This is an optimization exercise on Yosys and OpenROAD, whose aim is small area, not a production implementation. Function was not checked in any run shown here: the RTL went through the layout flow alone. Power and IR drop assume default switching activity.

==> flow/design.v <==
module VectorAccumulate #(
    parameter vector_length = 7,
    parameter data_width = 16
) (
    input wire clk,
    input wire [vector_length*data_width-1: 0] vector_in,
    output wire [data_width+$clog2(vector_length)-1: 0] vector_sum
);
wire s1 = vector_in[0] ^ vector_in[16] ^ vector_in[32];
wire c2 = (vector_in[0] & vector_in[16]) | (vector_in[0] & vector_in[32]) | (vector_in[16] & vector_in[32]);
wire s3 = vector_in[48] ^ vector_in[64] ^ vector_in[80];
wire c4 = (vector_in[48] & vector_in[64]) | (vector_in[48] & vector_in[80]) | (vector_in[64] & vector_in[80]);
wire s5 = vector_in[96] ^ s1 ^ s3;
wire c6 = (vector_in[96] & s1) | (vector_in[96] & s3) | (s1 & s3);
wire s7 = vector_in[1] ^ vector_in[17] ^ vector_in[33];
wire c8 = (vector_in[1] & vector_in[17]) | (vector_in[1] & vector_in[33]) | (vector_in[17] & vector_in[33]);
wire s9 = vector_in[49] ^ vector_in[65] ^ vector_in[81];
wire c10 = (vector_in[49] & vector_in[65]) | (vector_in[49] & vector_in[81]) | (vector_in[65] & vector_in[81]);
wire s11 = vector_in[97] ^ c2 ^ c4;
wire c12 = (vector_in[97] & c2) | (vector_in[97] & c4) | (c2 & c4);
wire s13 = s7 ^ s9 ^ s11;
wire c14 = (s7 & s9) | (s7 & s11) | (s9 & s11);
wire s15 = c6 ^ s13;
wire c16 = c6 & s13;
wire s17 = vector_in[2] ^ vector_in[18] ^ vector_in[34];
wire c18 = (vector_in[2] & vector_in[18]) | (vector_in[2] & vector_in[34]) | (vector_in[18] & vector_in[34]);
wire s19 = vector_in[50] ^ vector_in[66] ^ vector_in[82];
wire c20 = (vector_in[50] & vector_in[66]) | (vector_in[50] & vector_in[82]) | (vector_in[66] & vector_in[82]);
wire s21 = vector_in[98] ^ c8 ^ c10;
wire c22 = (vector_in[98] & c8) | (vector_in[98] & c10) | (c8 & c10);
wire s23 = s17 ^ s19 ^ c12;
wire c24 = (s17 & s19) | (s17 & c12) | (s19 & c12);
wire s25 = s21 ^ c14 ^ s23;
wire c26 = (s21 & c14) | (s21 & s23) | (c14 & s23);
wire s27 = c16 ^ s25;
wire c28 = c16 & s25;
wire s29 = vector_in[3] ^ vector_in[19] ^ vector_in[35];
wire c30 = (vector_in[3] & vector_in[19]) | (vector_in[3] & vector_in[35]) | (vector_in[19] & vector_in[35]);
wire s31 = vector_in[51] ^ vector_in[67] ^ vector_in[83];
wire c32 = (vector_in[51] & vector_in[67]) | (vector_in[51] & vector_in[83]) | (vector_in[67] & vector_in[83]);
wire s33 = vector_in[99] ^ c18 ^ c20;
wire c34 = (vector_in[99] & c18) | (vector_in[99] & c20) | (c18 & c20);
wire s35 = s29 ^ s31 ^ c22;
wire c36 = (s29 & s31) | (s29 & c22) | (s31 & c22);
wire s37 = s33 ^ c24 ^ s35;
wire c38 = (s33 & c24) | (s33 & s35) | (c24 & s35);
wire s39 = c26 ^ s37 ^ c28;
wire c40 = (c26 & s37) | (c26 & c28) | (s37 & c28);
wire s41 = vector_in[4] ^ vector_in[20] ^ vector_in[36];
wire c42 = (vector_in[4] & vector_in[20]) | (vector_in[4] & vector_in[36]) | (vector_in[20] & vector_in[36]);
wire s43 = vector_in[52] ^ vector_in[68] ^ vector_in[84];
wire c44 = (vector_in[52] & vector_in[68]) | (vector_in[52] & vector_in[84]) | (vector_in[68] & vector_in[84]);
wire s45 = vector_in[100] ^ c30 ^ c32;
wire c46 = (vector_in[100] & c30) | (vector_in[100] & c32) | (c30 & c32);
wire s47 = s41 ^ s43 ^ c34;
wire c48 = (s41 & s43) | (s41 & c34) | (s43 & c34);
wire s49 = s45 ^ c36 ^ s47;
wire c50 = (s45 & c36) | (s45 & s47) | (c36 & s47);
wire s53 = vector_in[5] ^ vector_in[21] ^ vector_in[37];
wire c54 = (vector_in[5] & vector_in[21]) | (vector_in[5] & vector_in[37]) | (vector_in[21] & vector_in[37]);
wire s55 = vector_in[53] ^ vector_in[69] ^ vector_in[85];
wire c56 = (vector_in[53] & vector_in[69]) | (vector_in[53] & vector_in[85]) | (vector_in[69] & vector_in[85]);
wire s57 = vector_in[101] ^ c42 ^ c44;
wire c58 = (vector_in[101] & c42) | (vector_in[101] & c44) | (c42 & c44);
wire s59 = s53 ^ s55 ^ c46;
wire c60 = (s53 & s55) | (s53 & c46) | (s55 & c46);
wire s61 = s57 ^ c48 ^ s59;
wire c62 = (s57 & c48) | (s57 & s59) | (c48 & s59);
wire s63 = c50 ^ s61;
wire c64 = c50 & s61;
wire s65 = vector_in[6] ^ vector_in[22] ^ vector_in[38];
wire c66 = (vector_in[6] & vector_in[22]) | (vector_in[6] & vector_in[38]) | (vector_in[22] & vector_in[38]);
wire s67 = vector_in[54] ^ vector_in[70] ^ vector_in[86];
wire c68 = (vector_in[54] & vector_in[70]) | (vector_in[54] & vector_in[86]) | (vector_in[70] & vector_in[86]);
wire s69 = vector_in[102] ^ c54 ^ c56;
wire c70 = (vector_in[102] & c54) | (vector_in[102] & c56) | (c54 & c56);
wire s71 = s65 ^ s67 ^ c58;
wire c72 = (s65 & s67) | (s65 & c58) | (s67 & c58);
wire s73 = s69 ^ c60 ^ s71;
wire c74 = (s69 & c60) | (s69 & s71) | (c60 & s71);
wire s75 = c62 ^ s73 ^ c64;
wire c76 = (c62 & s73) | (c62 & c64) | (s73 & c64);
wire s77 = vector_in[7] ^ vector_in[23] ^ vector_in[39];
wire c78 = (vector_in[7] & vector_in[23]) | (vector_in[7] & vector_in[39]) | (vector_in[23] & vector_in[39]);
wire s79 = vector_in[55] ^ vector_in[71] ^ vector_in[87];
wire c80 = (vector_in[55] & vector_in[71]) | (vector_in[55] & vector_in[87]) | (vector_in[71] & vector_in[87]);
wire s81 = vector_in[103] ^ c66 ^ c68;
wire c82 = (vector_in[103] & c66) | (vector_in[103] & c68) | (c66 & c68);
wire s83 = s77 ^ s79 ^ c70;
wire c84 = (s77 & s79) | (s77 & c70) | (s79 & c70);
wire s85 = s81 ^ c72 ^ s83;
wire c86 = (s81 & c72) | (s81 & s83) | (c72 & s83);
wire s89 = vector_in[8] ^ vector_in[24] ^ vector_in[40];
wire c90 = (vector_in[8] & vector_in[24]) | (vector_in[8] & vector_in[40]) | (vector_in[24] & vector_in[40]);
wire s91 = vector_in[56] ^ vector_in[72] ^ vector_in[88];
wire c92 = (vector_in[56] & vector_in[72]) | (vector_in[56] & vector_in[88]) | (vector_in[72] & vector_in[88]);
wire s93 = vector_in[104] ^ c78 ^ c80;
wire c94 = (vector_in[104] & c78) | (vector_in[104] & c80) | (c78 & c80);
wire s95 = s89 ^ s91 ^ c82;
wire c96 = (s89 & s91) | (s89 & c82) | (s91 & c82);
wire s97 = s93 ^ c84 ^ s95;
wire c98 = (s93 & c84) | (s93 & s95) | (c84 & s95);
wire s99 = c86 ^ s97;
wire c100 = c86 & s97;
wire s101 = vector_in[9] ^ vector_in[25] ^ vector_in[41];
wire c102 = (vector_in[9] & vector_in[25]) | (vector_in[9] & vector_in[41]) | (vector_in[25] & vector_in[41]);
wire s103 = vector_in[57] ^ vector_in[73] ^ vector_in[89];
wire c104 = (vector_in[57] & vector_in[73]) | (vector_in[57] & vector_in[89]) | (vector_in[73] & vector_in[89]);
wire s105 = vector_in[105] ^ c90 ^ c92;
wire c106 = (vector_in[105] & c90) | (vector_in[105] & c92) | (c90 & c92);
wire s107 = s101 ^ s103 ^ c94;
wire c108 = (s101 & s103) | (s101 & c94) | (s103 & c94);
wire s109 = s105 ^ c96 ^ s107;
wire c110 = (s105 & c96) | (s105 & s107) | (c96 & s107);
wire s111 = c98 ^ s109 ^ c100;
wire c112 = (c98 & s109) | (c98 & c100) | (s109 & c100);
wire s113 = vector_in[10] ^ vector_in[26] ^ vector_in[42];
wire c114 = (vector_in[10] & vector_in[26]) | (vector_in[10] & vector_in[42]) | (vector_in[26] & vector_in[42]);
wire s115 = vector_in[58] ^ vector_in[74] ^ vector_in[90];
wire c116 = (vector_in[58] & vector_in[74]) | (vector_in[58] & vector_in[90]) | (vector_in[74] & vector_in[90]);
wire s117 = vector_in[106] ^ c102 ^ c104;
wire c118 = (vector_in[106] & c102) | (vector_in[106] & c104) | (c102 & c104);
wire s119 = s113 ^ s115 ^ c106;
wire c120 = (s113 & s115) | (s113 & c106) | (s115 & c106);
wire s121 = s117 ^ c108 ^ s119;
wire c122 = (s117 & c108) | (s117 & s119) | (c108 & s119);
wire s125 = vector_in[11] ^ vector_in[27] ^ vector_in[43];
wire c126 = (vector_in[11] & vector_in[27]) | (vector_in[11] & vector_in[43]) | (vector_in[27] & vector_in[43]);
wire s127 = vector_in[59] ^ vector_in[75] ^ vector_in[91];
wire c128 = (vector_in[59] & vector_in[75]) | (vector_in[59] & vector_in[91]) | (vector_in[75] & vector_in[91]);
wire s129 = vector_in[107] ^ c114 ^ c116;
wire c130 = (vector_in[107] & c114) | (vector_in[107] & c116) | (c114 & c116);
wire s131 = s125 ^ s127 ^ c118;
wire c132 = (s125 & s127) | (s125 & c118) | (s127 & c118);
wire s133 = s129 ^ c120 ^ s131;
wire c134 = (s129 & c120) | (s129 & s131) | (c120 & s131);
wire s135 = c122 ^ s133;
wire c136 = c122 & s133;
wire s137 = vector_in[12] ^ vector_in[28] ^ vector_in[44];
wire c138 = (vector_in[12] & vector_in[28]) | (vector_in[12] & vector_in[44]) | (vector_in[28] & vector_in[44]);
wire s139 = vector_in[60] ^ vector_in[76] ^ vector_in[92];
wire c140 = (vector_in[60] & vector_in[76]) | (vector_in[60] & vector_in[92]) | (vector_in[76] & vector_in[92]);
wire s141 = vector_in[108] ^ c126 ^ c128;
wire c142 = (vector_in[108] & c126) | (vector_in[108] & c128) | (c126 & c128);
wire s143 = s137 ^ s139 ^ c130;
wire c144 = (s137 & s139) | (s137 & c130) | (s139 & c130);
wire s145 = s141 ^ c132 ^ s143;
wire c146 = (s141 & c132) | (s141 & s143) | (c132 & s143);
wire s147 = c134 ^ s145 ^ c136;
wire c148 = (c134 & s145) | (c134 & c136) | (s145 & c136);
wire s149 = vector_in[13] ^ vector_in[29] ^ vector_in[45];
wire c150 = (vector_in[13] & vector_in[29]) | (vector_in[13] & vector_in[45]) | (vector_in[29] & vector_in[45]);
wire s151 = vector_in[61] ^ vector_in[77] ^ vector_in[93];
wire c152 = (vector_in[61] & vector_in[77]) | (vector_in[61] & vector_in[93]) | (vector_in[77] & vector_in[93]);
wire s153 = vector_in[109] ^ c138 ^ c140;
wire c154 = (vector_in[109] & c138) | (vector_in[109] & c140) | (c138 & c140);
wire s155 = s149 ^ s151 ^ c142;
wire c156 = (s149 & s151) | (s149 & c142) | (s151 & c142);
wire s157 = s153 ^ c144 ^ s155;
wire c158 = (s153 & c144) | (s153 & s155) | (c144 & s155);
wire s161 = vector_in[14] ^ vector_in[30] ^ vector_in[46];
wire c162 = (vector_in[14] & vector_in[30]) | (vector_in[14] & vector_in[46]) | (vector_in[30] & vector_in[46]);
wire s163 = vector_in[62] ^ vector_in[78] ^ vector_in[94];
wire c164 = (vector_in[62] & vector_in[78]) | (vector_in[62] & vector_in[94]) | (vector_in[78] & vector_in[94]);
wire s165 = vector_in[110] ^ c150 ^ c152;
wire c166 = (vector_in[110] & c150) | (vector_in[110] & c152) | (c150 & c152);
wire s167 = s161 ^ s163 ^ c154;
wire c168 = (s161 & s163) | (s161 & c154) | (s163 & c154);
wire s169 = s165 ^ c156 ^ s167;
wire c170 = (s165 & c156) | (s165 & s167) | (c156 & s167);
wire s171 = c158 ^ s169;
wire c172 = c158 & s169;
wire s173 = vector_in[15] ^ vector_in[31] ^ vector_in[47];
wire c174 = (vector_in[15] & vector_in[31]) | (vector_in[15] & vector_in[47]) | (vector_in[31] & vector_in[47]);
wire s175 = vector_in[63] ^ vector_in[79] ^ vector_in[95];
wire c176 = (vector_in[63] & vector_in[79]) | (vector_in[63] & vector_in[95]) | (vector_in[79] & vector_in[95]);
wire s177 = vector_in[111] ^ c162 ^ c164;
wire c178 = (vector_in[111] & c162) | (vector_in[111] & c164) | (c162 & c164);
wire s179 = s173 ^ s175 ^ c166;
wire c180 = (s173 & s175) | (s173 & c166) | (s175 & c166);
wire s181 = s177 ^ c168 ^ s179;
wire c182 = (s177 & c168) | (s177 & s179) | (c168 & s179);
wire s183 = c170 ^ s181 ^ c172;
wire c184 = (c170 & s181) | (c170 & c172) | (s181 & c172);
wire s185 = c174 ^ c176 ^ c178;
wire c186 = (c174 & c176) | (c174 & c178) | (c176 & c178);
wire s187 = c180 ^ s185 ^ c182;
wire c188 = (c180 & s185) | (c180 & c182) | (s185 & c182);
reg [27:0] r1;
always @(posedge clk) begin
    r1[0] <= s5;
    r1[1] <= s15;
    r1[2] <= s27;
    r1[3] <= s39;
    r1[4] <= c38;
    r1[5] <= s49;
    r1[6] <= c40;
    r1[7] <= s63;
    r1[8] <= s75;
    r1[9] <= c74;
    r1[10] <= s85;
    r1[11] <= c76;
    r1[12] <= s99;
    r1[13] <= s111;
    r1[14] <= c110;
    r1[15] <= s121;
    r1[16] <= c112;
    r1[17] <= s135;
    r1[18] <= s147;
    r1[19] <= c146;
    r1[20] <= s157;
    r1[21] <= c148;
    r1[22] <= s171;
    r1[23] <= s183;
    r1[24] <= s187;
    r1[25] <= c184;
    r1[26] <= c186;
    r1[27] <= c188;
end
wire s191 = r1[4] ^ r1[5] ^ r1[6];
wire c192 = (r1[4] & r1[5]) | (r1[4] & r1[6]) | (r1[5] & r1[6]);
wire s193 = r1[7] ^ c192;
wire c194 = r1[7] & c192;
wire s195 = r1[8] ^ c194;
wire c196 = r1[8] & c194;
wire s197 = r1[9] ^ r1[10] ^ r1[11];
wire c198 = (r1[9] & r1[10]) | (r1[9] & r1[11]) | (r1[10] & r1[11]);
wire s199 = s197 ^ c196;
wire c200 = s197 & c196;
wire s201 = r1[12] ^ c198 ^ c200;
wire c202 = (r1[12] & c198) | (r1[12] & c200) | (c198 & c200);
wire s203 = r1[13] ^ c202;
wire c204 = r1[13] & c202;
wire s205 = r1[14] ^ r1[15] ^ r1[16];
wire c206 = (r1[14] & r1[15]) | (r1[14] & r1[16]) | (r1[15] & r1[16]);
wire s207 = s205 ^ c204;
wire c208 = s205 & c204;
wire s209 = r1[17] ^ c206 ^ c208;
wire c210 = (r1[17] & c206) | (r1[17] & c208) | (c206 & c208);
wire s211 = r1[18] ^ c210;
wire c212 = r1[18] & c210;
wire s213 = r1[19] ^ r1[20] ^ r1[21];
wire c214 = (r1[19] & r1[20]) | (r1[19] & r1[21]) | (r1[20] & r1[21]);
reg [21:0] r2;
always @(posedge clk) begin
    r2[0] <= r1[0];
    r2[1] <= r1[1];
    r2[2] <= r1[2];
    r2[3] <= r1[3];
    r2[4] <= s191;
    r2[5] <= s193;
    r2[6] <= s195;
    r2[7] <= s199;
    r2[8] <= s201;
    r2[9] <= s203;
    r2[10] <= s207;
    r2[11] <= s209;
    r2[12] <= s211;
    r2[13] <= s213;
    r2[14] <= c212;
    r2[15] <= r1[22];
    r2[16] <= c214;
    r2[17] <= r1[23];
    r2[18] <= r1[24];
    r2[19] <= r1[25];
    r2[20] <= r1[26];
    r2[21] <= r1[27];
end
wire s217 = r2[13] ^ r2[14];
wire c218 = r2[13] & r2[14];
wire s219 = r2[15] ^ r2[16] ^ c218;
wire c220 = (r2[15] & r2[16]) | (r2[15] & c218) | (r2[16] & c218);
wire s221 = r2[17] ^ c220;
wire c222 = r2[17] & c220;
wire s223 = r2[18] ^ r2[19] ^ c222;
wire c224 = (r2[18] & r2[19]) | (r2[18] & c222) | (r2[19] & c222);
wire s225 = r2[20] ^ r2[21] ^ c224;
wire c226 = (r2[20] & r2[21]) | (r2[20] & c224) | (r2[21] & c224);
reg [18:0] r3;
always @(posedge clk) begin
    r3[0] <= r2[0];
    r3[1] <= r2[1];
    r3[2] <= r2[2];
    r3[3] <= r2[3];
    r3[4] <= r2[4];
    r3[5] <= r2[5];
    r3[6] <= r2[6];
    r3[7] <= r2[7];
    r3[8] <= r2[8];
    r3[9] <= r2[9];
    r3[10] <= r2[10];
    r3[11] <= r2[11];
    r3[12] <= r2[12];
    r3[13] <= s217;
    r3[14] <= s219;
    r3[15] <= s221;
    r3[16] <= s223;
    r3[17] <= s225;
    r3[18] <= c226;
end
assign vector_sum = {r3[18], r3[17], r3[16], r3[15], r3[14], r3[13], r3[12], r3[11], r3[10], r3[9], r3[8], r3[7], r3[6], r3[5], r3[4], r3[3], r3[2], r3[1], r3[0]};
endmodule
==> flow/flow/run.sh <==
#!/bin/bash
# The standard layout (standard.sh), with two changes to how it is made:
#  - Yosys's synth runs without its early "abc -fast" pass (-noabc), so that extract_fa
#    finds the design's full and half adders in their plain form and maps them to
#    fa/ha cells without inverters on their pins;
#  - every input and output port still gets a buffer, but a buf_1 rather than the
#    delay-buffer cell buffer_ports picks by default.
set -euo pipefail
export SYNTH_ARGS="-noabc"
export BUFFER_PORTS_ARGS="-buffer_cell sky130_fd_sc_hd__buf_1"
bash standard.sh > standard.log 2>&1
==> flow/standard.sh <==
#!/bin/bash
# synth_recipe.tcl (not shown) runs the flow's synth.tcl, then flattens the netlist and writes it again
# the make line also repeats each setting of config.mk as NAME=value (left out here)
make -C /OpenROAD-flow-scripts/flow DESIGN_CONFIG=/design/flow/config.mk WORK_HOME=/design/flow/orfs CLKGATE_MAP_FILE= SYNTH_SCRIPT=/design/flow/synth_recipe.tcl "${@:-finish}"
==> flow/config.mk <==
export PLATFORM = sky130hd
export DESIGN_NAME = VectorAccumulate
export DESIGN_NICKNAME = VectorAccumulate
export VERILOG_FILES = /design/flow/design.v
export SDC_FILE = /design/flow/constraint.sdc
export NUM_CORES = 4
export LEC_CHECK = 0
export CAP_MARGIN = 20
export CORE_MARGIN = 2
export CORE_UTILIZATION = 40
export SLEW_MARGIN = 20
==> flow/constraint.sdc <==
create_clock -name core_clock -period 4.0 [get_ports {clk}]
set_input_delay 0.8000 -clock core_clock [delete_from_list [all_inputs] [get_ports {clk}]]
set_output_delay 0.8000 -clock core_clock [all_outputs]
set_load 0.01 [all_outputs]
==> flow_summary_export.csv, run 1 <==
group,metric,value,unit
run_status,status,"no timing/DRC/antenna violations",
pwr,swShare,0.293,
yosys,syn-num-nets,396,
yosys,synth-edff-count,0,
timing,clock-skew-final,0.00869,ns
yosys,yosysMostFrequentCell,"fa_1",
critical_path,cp.arrival,3.42,ns
finish,stdcell_count,427,
drt,drt_pass1_iterations,3,
floorplan,dieArea,9300,sq um
pwr,p_int,0.00195,W
clocking,cts_setup_buffers,0,
timing,max_slew.worst_pin.slew,0.205,ns
global_routing,overflow,0,
clocking,insertion_delay,0.33,ns
pwr,switchingPower,0.000811,W
floorplan,dieHeight,96.4,um
yosys,synth_seq_area_share,0.404,
drt,wl_per_cell,11.8,um
clocking,cts.htree.levels,3,
drt,drtAntennaViolNets,0,
placement,hpwlAfterDp,4.59,mm
pwr,clockPowerShare,0.260,
floorplan,core_area,8260,sq um
finish,final_util,0.521,
timing,maxSlewViolCount,0,
floorplan,io_pins,132,
timing,hold_viol_final,0,
clocking,cts_inserted_buffers,9,
timing,fin_crit,3.22,ns
timing,relSlewSlack,0.864,
global_routing,track_usage,0.125,
run,drv_cap,0,
global_routing,antenna_found_initial,0,
finish,finish.net_count,538,
critical_path,worstPathRequired,4.21,ns
yosys,synth.distinct_cells,3,
clocking,cts_tree,"built",
timing,fin_tns_setup,0,ns
min_path,min_path_type,"reg -> reg",
critical_path,critPathCaptureType,"register",
drt,drc,0,
yosys,synthTopCellsByCount,"fa_1, dfxtp_1, ha_1",
global_routing,grt_pass1_wl,8.49,mm
pwr,p_leak,1.67,nW
floorplan,die_w,96.4,um
clocking,cts_max_path_buffers,2,
pwr,power,0.00276,W
critical_path,worstPathMaxFanout,1,
finish,n_antenna_cell,0,
floorplan,initial_utilization,0.414,
drt,viasPerCell,4.25,
critical_path,worst-setup-path-type,"in -> reg",
yosys,synth_seq_cells,69,
placement,place.gp.congestion,0.776,
critical_path,start_kind,"input port",
finish,drive_gt1_frac,0.0466,
global_routing,grt_pass1_vias,2016,
yosys,synth_warnings,1,
floorplan,rows,33,
pwr,power_frac_comb,0.315,
pwr,seq_power_share,0.425,
yosys,synth_cells,176,
clocking,clock_sinks,69,
clocking,root_buffer,"clkbuf_8",
clocking,clk_pin_slew,0.07,ns
yosys,synth_ff_type,"dfxtp_1",
yosys,yosysTopAreaCell,"fa_1",
yosys,avgSynthCellArea,19.4,sq um
global_routing,grt_max_degree,13,
drt,vias,1815,
drt,routed_wl,5.02,mm
finish,areaGrowthSynthToFinish,25.8,%
placement,io_buffer_count,131,
timing,hold-worst-slack,0.326,ns
clocking,cts_resized,0,
timing,rsz0062_at_grt,"false",
drt,drt-initial-drc-count,12,
timing,fmaxAchievable,0.311,GHz
yosys,syn-cell-area,3420,sq um
timing,period_share,0.804,
yosys,synth_top_area_share,0.545,
placement,placed_cells,412,
pwr,peakVddDrop,0.208,mV
yosys,async_flop_share,0,
pwr,powerDensity,643,nW/um^2
yosys,yosys-top-cells-area,"fa_1, dfxtp_1, ha_1",
timing,setup_viol_count_final,0,
clocking,holdBufCountCts,0,
per-layer routing:
| metal | vias up | track usage | wire length (um) |
|---|---|---|---|
| met5 | - | 0 | 0 |
| met4 | 0 | 0.0634 | 93 |
| met3 | 9 | 0.0303 | 508 |
| met2 | 100 | 0.225 | 2580 |
| met1 | 876 | 0.138 | 1840 |
| li1 | 830 | - | - |
path summary, 6_finish.rpt:
| path | startpoint | depth (start not counted) | slack (ns) | end |
|---|---|---|---|---|
| hold reg to reg | r2[1] | 0 | 0.33 | r3[1] |
| hold / removal | r2[1] | 0 | 0.33 | r3[1] |
| setup reg to reg | r1[4] | 9 | 1.12 | r2[12] |
| setup / recovery | vector_in[11] | 7 | 0.78 | r1[23] |
power groups by stage:
stage / Clock [W] / Combinational, W / Sequential, W
CTS: 0.000746 / 0.000925 / 0.00118
floorplan: 0 / 0.000523 / 0.00123
global placement: 0 / 0.000881 / 0.00119
finish: 0.000718 / 0.000872 / 0.00118
global route: 0.000774 / 0.00110 / 0.00121
detailed placement: 0 / 0.000907 / 0.00120
cell type report:
class	instances	area (sq um)
tap	105	131
clock inverter	6	136
fill	722	3960
clock buffer	9	124
multi-input combinational	107	2040
sequential	69	1380
timing repair buffer	131	492
stage by stage:
stage / worst slack [ns] / area, sq um
floorplan: 0.621 / 3420
global placement: 0.465 / 4040
detailed placement: 0.406 / 4040
CTS: 0.791 / 4300
global route: 0.690 / 4300
finish: 0.784 / 4300
cells in the final DEF, fill, tap and decap left out:
| cell | count |
|---|---|
| clkinvlp_4 | 1 |
| clkinv_4 | 1 |
| bufinv_16 | 4 |
| ha_1 | 14 |
| fa_1 | 93 |
| buf_1 | 131 |
| dfxtp_1 | 69 |
| clkbuf_8 | 9 |
kinds of logic (layout without fill, tap and decap cells):
kind of cell,Yosys count,count (layout),share of synthesized area
adders and majority gates,107,107,0.596
DFF,69,69,0.404
buffers and inverters,0,146,0
sequential cells by signal, indices dropped and copies added, names as in the netlist:
name / count
r1: 28
r2: 22
r3: 19
critical path: stages:
cell	delay, ns
buf_1	0.09
fa_1	0.46
fa_1	0.46
fa_1	0.47
fa_1	0.49
ha_1	0.21
fa_1	0.44
==> inputs of run 2 (changes only) <==
--- a/flow/flow/run.sh
+++ b/flow/flow/run.sh
@@ -10,2 +10,3 @@
 export BUFFER_PORTS_ARGS="-buffer_cell sky130_fd_sc_hd__buf_1"
+export CTS_ARGS="-sink_clustering_enable -repair_clock_nets -dont_use_dummy_load -buf_list sky130_fd_sc_hd__clkbuf_4 -root_buf sky130_fd_sc_hd__clkbuf_4"
 bash standard.sh > standard.log 2>&1
==> run 2 against run 1 <==
Against the previous run:
- die area did not move
- wire length is 1.2% lower
- largest power group unchanged
- fmax is 1.4% higher
- first-iteration DRC count shrank 25%
- global-route usage fell by 0.30 points
- combinational power hardly changed
- synthesized cell count is the same
- worst setup slack improved by 0.045 ns
- sequential share of layout area increased by 1.5 points
- non-clock buffer count is the same
- clock power shrank 58%
==> flow_summary_export.csv, run 2 <==
group,metric,value,unit
run_status,status,"no timing/DRC/antenna violations",
timing,relSlewSlack,0.864,
yosys,synth.distinct_cells,3,
yosys,synth_seq_area_share,0.404,
critical_path,worstPathRequired,4.24,ns
timing,fmaxAchievable,0.315,GHz
placement,io_buffer_count,131,
yosys,yosysMostFrequentCell,"fa_1",
critical_path,reg2reg_slack,1.11,ns
clocking,clock_sinks,69,
clocking,root_buffer,"clkbuf_4",
yosys,async_flop_share,0,
timing,max_slew.worst_pin.slew,0.205,ns
critical_path,worstPathMaxFanout,1,
clocking,insertion_delay,0.39,ns
clocking,holdBufCountCts,0,
placement,hpwlAfterDp,4.59,mm
pwr,peakVddDrop,0.179,mV
yosys,synth_warnings,1,
finish,drive_gt1_frac,0.0285,
finish,stdcell_count,421,
global_routing,grt_pass1_wl,8.32,mm
pwr,p_leak,1.58,nW
drt,viasPerCell,4.28,
floorplan,dieArea,9300,sq um
critical_path,crit_chain,"buf_1 > fa_1 > fa_1 > fa_1 > fa_1 > ha_1 > fa_1",
yosys,synth-edff-count,0,
finish,finish.net_count,538,
critical_path,start_kind,"input port",
yosys,syn-cell-area,3420,sq um
yosys,synth_top_area_share,0.545,
finish,final_area,4110,sq um
global_routing,overflow,0,
critical_path,cp.arrival,3.41,ns
floorplan,io_pins,132,
floorplan,core_area,8260,sq um
yosys,synth_seq_cells,69,
drt,drc,0,
yosys,yosys-top-cells-area,"fa_1, dfxtp_1, ha_1",
finish,regMostFlops,"r1",
finish,areaGrowthSynthToFinish,20.2,%
finish,layout_commonest_cell,"buf_1",
critical_path,worst-setup-path-type,"in -> reg",
finish,mostFrequentLayoutCells,"buf_1, fa_1, dfxtp_1",
clocking,cts_inserted_buffers,9,
drt,vias,1801,
critical_path,crit_top_cell,"fa_1",
critical_path,cpMaxStageDelayCell,"fa_1",
floorplan,dieHeight,96.4,um
yosys,synthTopCellsByCount,"fa_1, dfxtp_1, ha_1",
timing,rsz0062_at_grt,"false",
floorplan,rows,33,
clocking,cts.htree.levels,3,
timing,hold_viol_final,0,
finish,largest_register_ff_count,28,
floorplan,initial_utilization,0.414,
clocking,clk_pin_slew,0.09,ns
clocking,cts_tree,"built",
clocking,cts_max_path_buffers,2,
finish,largestRegisters,"r1 (28), r2 (22), r3 (19)",
timing,setup_viol_count_final,0,
placement,place.gp.congestion,0.776,
finish,n_antenna_cell,0,
timing,clock-skew-final,0.0315,ns
clocking,cts_setup_buffers,0,
drt,drt_pass1_iterations,2,
global_routing,track_usage,0.122,
pwr,powerDensity,570,nW/um^2
global_routing,antenna_found_initial,0,
timing,fin_tns_setup,0,ns
yosys,syn-num-nets,396,
global_routing,grt_max_degree,13,
placement,placed_cell_area,4040,sq um
min_path,min_path_type,"reg -> reg",
run,drv_cap,0,
clocking,cts_resized,0,
floorplan,die_w,96.4,um
yosys,yosysTopAreaCell,"fa_1",
yosys,avgSynthCellArea,19.4,sq um
yosys,synth_ff_type,"dfxtp_1",
yosys,synth_cells,176,
placement,placed_cells,412,
drt,drtAntennaViolNets,0,
global_routing,grt_pass1_vias,1998,
timing,fin_crit,3.17,ns
critical_path,critPathMaxStageDelay,0.56,ns
drt,wl_per_cell,11.8,um
timing,maxSlewViolCount,0,
critical_path,critPathCaptureType,"register",
pwr,power,0.00234,W
timing,period_share,0.793,
drt,routed_wl,4.96,mm
drt,drt-initial-drc-count,9,
-- run 2: cells by family after synthesis --
family | count (synthesis) | share of synthesized area
adder cells (fa/ha/maj) | 107 | 0.596
flip-flops | 69 | 0.404
-- run 2: worst paths after layout --
kind,start,to,cells past startpoint
min,r2[3],r3[3],0
max reg2reg,r1[4],r2[12],9
min reg2reg,r2[3],r3[3],0
max,vector_in[0],r1[3],7
-- run 2: metal layers --
metal / up-vias / track usage / share of wire
met2: 100 / 0.218 / 0.51
met4: 0 / 0.0634 / 0.020
met1: 868 / 0.136 / 0.37
met3: 9 / 0.0279 / 0.10
li1: 824 / - / -
met5: - / 0 / 0
-- run 2: area by class of cell --
cell class / count / area, sq um
timing repair buffer: 131 / 492
tap: 105 / 131
clock buffer: 9 / 67.6
sequential: 69 / 1380
multi-input combinational: 107 / 2040
fill: 743 / 4150
-- run 2: critical path, delay by kind of cell --
| kind | cells | cell delay (ns) |
|---|---|---|
| adder cells (fa/ha/maj) | 6 | 2.51 |
| buffers and inverters | 1 | 0.09 |
-- run 2: per-stage QoR --
| stage | utilization | setup slack [ns] | hold slack (ns) |
|---|---|---|---|
| final | 0.498 | 0.828 | 0.325 |
| after CTS | 0.498 | 0.842 | 0.333 |
| after detailed placement | 0.489 | 0.406 | 0.312 |
| after global routing | 0.498 | 0.753 | 0.337 |
| after floorplan | - | 0.621 | 0.310 |
| after global placement | 0.489 | 0.465 | 0.311 |
-- run 2: power breakdown --
part	total, W	switching (W)	leakage [nW]	internal, W
clock network	0.000300	0.000195	0.0414	0.000105
registers	0.00117	0.000106	0.582	0.00106
logic	0.000870	0.000458	0.961	0.000412
total	0.00234	0.000759	1.58	0.00158
==> inputs of run 3 (changes only) <==
--- a/flow/flow/run.sh
+++ b/flow/flow/run.sh
@@ -10,3 +10,3 @@
 export BUFFER_PORTS_ARGS="-buffer_cell sky130_fd_sc_hd__buf_1"
-export CTS_ARGS="-sink_clustering_enable -repair_clock_nets -dont_use_dummy_load -buf_list sky130_fd_sc_hd__clkbuf_4 -root_buf sky130_fd_sc_hd__clkbuf_4"
+export CTS_ARGS="-sink_clustering_enable -repair_clock_nets -dont_use_dummy_load -buf_list sky130_fd_sc_hd__clkbuf_2 -root_buf sky130_fd_sc_hd__clkbuf_4 -sink_clustering_size 20"
 bash standard.sh > standard.log 2>&1
==> run 3 against run 2 <==
Against the previous run:
- non-clock buffer count did not move
- core utilization did not move
- sequential share of layout area did not move
- highest routed layer unchanged
- via count did not move
- clock power barely moved
- power did not move
- critical path type unchanged
- final cell count did not move
- count of clock-buffer cells in the layout did not move
- flip-flop and latch count did not move
- synthesized cell count did not move
- wire length did not move
==> flow_summary_export.csv, run 3 <==
group,metric,value,unit
yosys,synth_seq_cells,69,
critical_path,cp.arrival,3.41,ns
placement,place.gp.congestion,0.776,
pwr,powerDensity,570,nW/um^2
critical_path,worst-setup-path-type,"in -> reg",
global_routing,antenna_found_initial,0,
placement,hpwlAfterDp,4.59,mm
timing,clock-skew-final,0.0315,ns
drt,wl_per_cell,11.8,um
yosys,synth-edff-count,0,
run_status,status,"no timing/DRC/antenna violations",
timing,hold-worst-slack,0.325,ns
yosys,synth_cells,176,
yosys,yosysTopAreaCell,"fa_1",
yosys,yosys-top-cells-area,"fa_1, dfxtp_1, ha_1",
clocking,cts_resized,0,
drt,drt_pass1_iterations,2,
floorplan,dieArea,9300,sq um
yosys,avgSynthCellArea,19.4,sq um
drt,drtAntennaViolNets,0,
yosys,syn-num-nets,396,
yosys,synth_top_area_share,0.545,
floorplan,die_w,96.4,um
finish,areaGrowthSynthToFinish,20.2,%
clocking,clock_sinks,69,
drt,drt-initial-drc-count,9,
finish,largest_register_ff_count,28,
placement,io_buffer_count,131,
finish,fillCellCount,743,
yosys,synth_warnings,1,
timing,setup_viol_count_final,0,
pwr,p_leak,1.58,nW
clocking,insertion_delay,0.39,ns
timing,relSlewSlack,0.864,
critical_path,critPathCaptureType,"register",
finish,layout_commonest_cell,"buf_1",
timing,maxSlewViolCount,0,
finish,n_antenna_cell,0,
drt,viasPerCell,4.28,
clocking,root_buffer,"clkbuf_4",
finish,largestRegisters,"r1 (28), r2 (22), r3 (19)",
finish,finish.net_count,538,
clocking,cts_max_path_buffers,2,
yosys,async_flop_share,0,
clocking,cts_inserted_buffers,9,
placement,placed_cell_area,4040,sq um
critical_path,worstPathRequired,4.24,ns
drt,vias,1801,
global_routing,grt_pass1_wl,8.32,mm
yosys,yosysMostFrequentCell,"fa_1",
clocking,clk_pin_slew,0.09,ns
floorplan,io_pins,132,
global_routing,grt_max_degree,13,
timing,rsz0062_at_grt,"false",
timing,max_slew.worst_pin.slew,0.205,ns
global_routing,grt_pass1_vias,1998,
pwr,peakVddDrop,0.179,mV
timing,fin_crit,3.17,ns
yosys,synth.distinct_cells,3,
finish,drive_gt1_frac,0.0285,
floorplan,dieHeight,96.4,um
critical_path,worstPathMaxFanout,1,
clocking,holdBufCountCts,0,
yosys,synth_ff_type,"dfxtp_1",
timing,period_share,0.793,
min_path,min_path_type,"reg -> reg",
floorplan,core_area,8260,sq um
finish,final_area,4110,sq um
floorplan,initial_utilization,0.414,
timing,fin_tns_setup,0,ns
floorplan,rows,33,
finish,regMostFlops,"r1",
drt,drc,0,
timing,fmaxAchievable,0.315,GHz
yosys,synthTopCellsByCount,"fa_1, dfxtp_1, ha_1",
yosys,synth_seq_area_share,0.404,
timing,hold_viol_final,0,
clocking,cts.htree.levels,3,
global_routing,track_usage,0.122,
critical_path,start_kind,"input port",
drt,routed_wl,4.96,mm
yosys,syn-cell-area,3420,sq um
clocking,cts_tree,"built",
clocking,cts_setup_buffers,0,
global_routing,overflow,0,
finish,mostFrequentLayoutCells,"buf_1, fa_1, dfxtp_1",
run,drv_cap,0,
-- run 3: critical path, stage by stage --
cell and delay, ns:
buf_1 0.09, fa_1 0.44, fa_1 0.43, fa_1 0.56, fa_1 0.42, ha_1 0.21, fa_1 0.45
-- run 3: area by class of cell --
cell class | count | area, sq um | share of cell area
sequential | 69 | 1380 | 0.336
clock buffer | 9 | 67.6 | 0.0164
multi-input combinational | 107 | 2040 | 0.496
tap | 105 | 131 | 0.0320
timing repair buffer | 131 | 492 | 0.120
-- run 3: power by group --
group	switching, W	leakage, nW	internal [W]	total, W
logic	0.000458	0.961	0.000412	0.000870
clock network	0.000195	0.0414	0.000105	0.000300
registers	0.000106	0.582	0.00106	0.00117
-- run 3: worst paths after layout --
path	startpoint	slack, ns	endpoint	cells after the start
max reg2reg	r1[4]	1.11	r2[12]	9
min reg2reg	r2[3]	0.32	r3[3]	0
max	vector_in[0]	0.83	r1[3]	7
min	r2[3]	0.32	r3[3]	0
-- run 3: metrics by stage --
step	setup slack, ns	cells	total power (W)	util
detailed placement	0.406	412	0.00211	0.489
CTS	0.842	421	0.00242	0.498
global route	0.753	421	0.00265	0.498
floorplan	0.621	176	0.00175	-
global placement	0.465	412	0.00207	0.489
finish	0.828	421	0.00234	0.498
-- run 3: logic make-up (layout without fill, tap and decap cells) --
kind of cell	count (synthesis)	after routing	synth area share
adders and majority gates	107	107	0.596
buffers and inverters	0	140	0
DFF	69	69	0.404
-- run 3: metal layers --
metal | up-vias | wire length (um) | track usage
met3 | 9 | 510 | 0.0279
met2 | 100 | 2510 | 0.218
met1 | 868 | 1850 | 0.136
met5 | - | 0 | 0
met4 | 0 | 98 | 0.0634
li1 | 824 | - | -

-- re-timing with driven ports --
The flow's constraints put no driver on any port. The routed layouts listed below were extracted and timed again, unchanged, in two steps.
Step 1, drivers: a clkbuf_16 drives clk and a buf_2 each remaining input, both assumed.
Step 2 times the ports against the registers' clock, not the clock port: input delays grow and output delays shrink by t, the midpoint of the rising clock arrivals with the driver on.
Three values: ideal, step 1, step 2; two values: the first two.
run	shift t [ns]	setup WS [ns]	hold slack, ns	worst data-port slew with drivers (ns)
run 1	0.354	0.784 / 0.789 / 0.435	0.326 / 0.326 / 0.326	0.04
run 2	0.402	0.828 / 0.834 / 0.432	0.325 / 0.325 / 0.325	0.03
run 3	0.402	0.828 / 0.834 / 0.432	0.325 / 0.325 / 0.325	0.03
After both steps setup and hold are still met in every run listed.
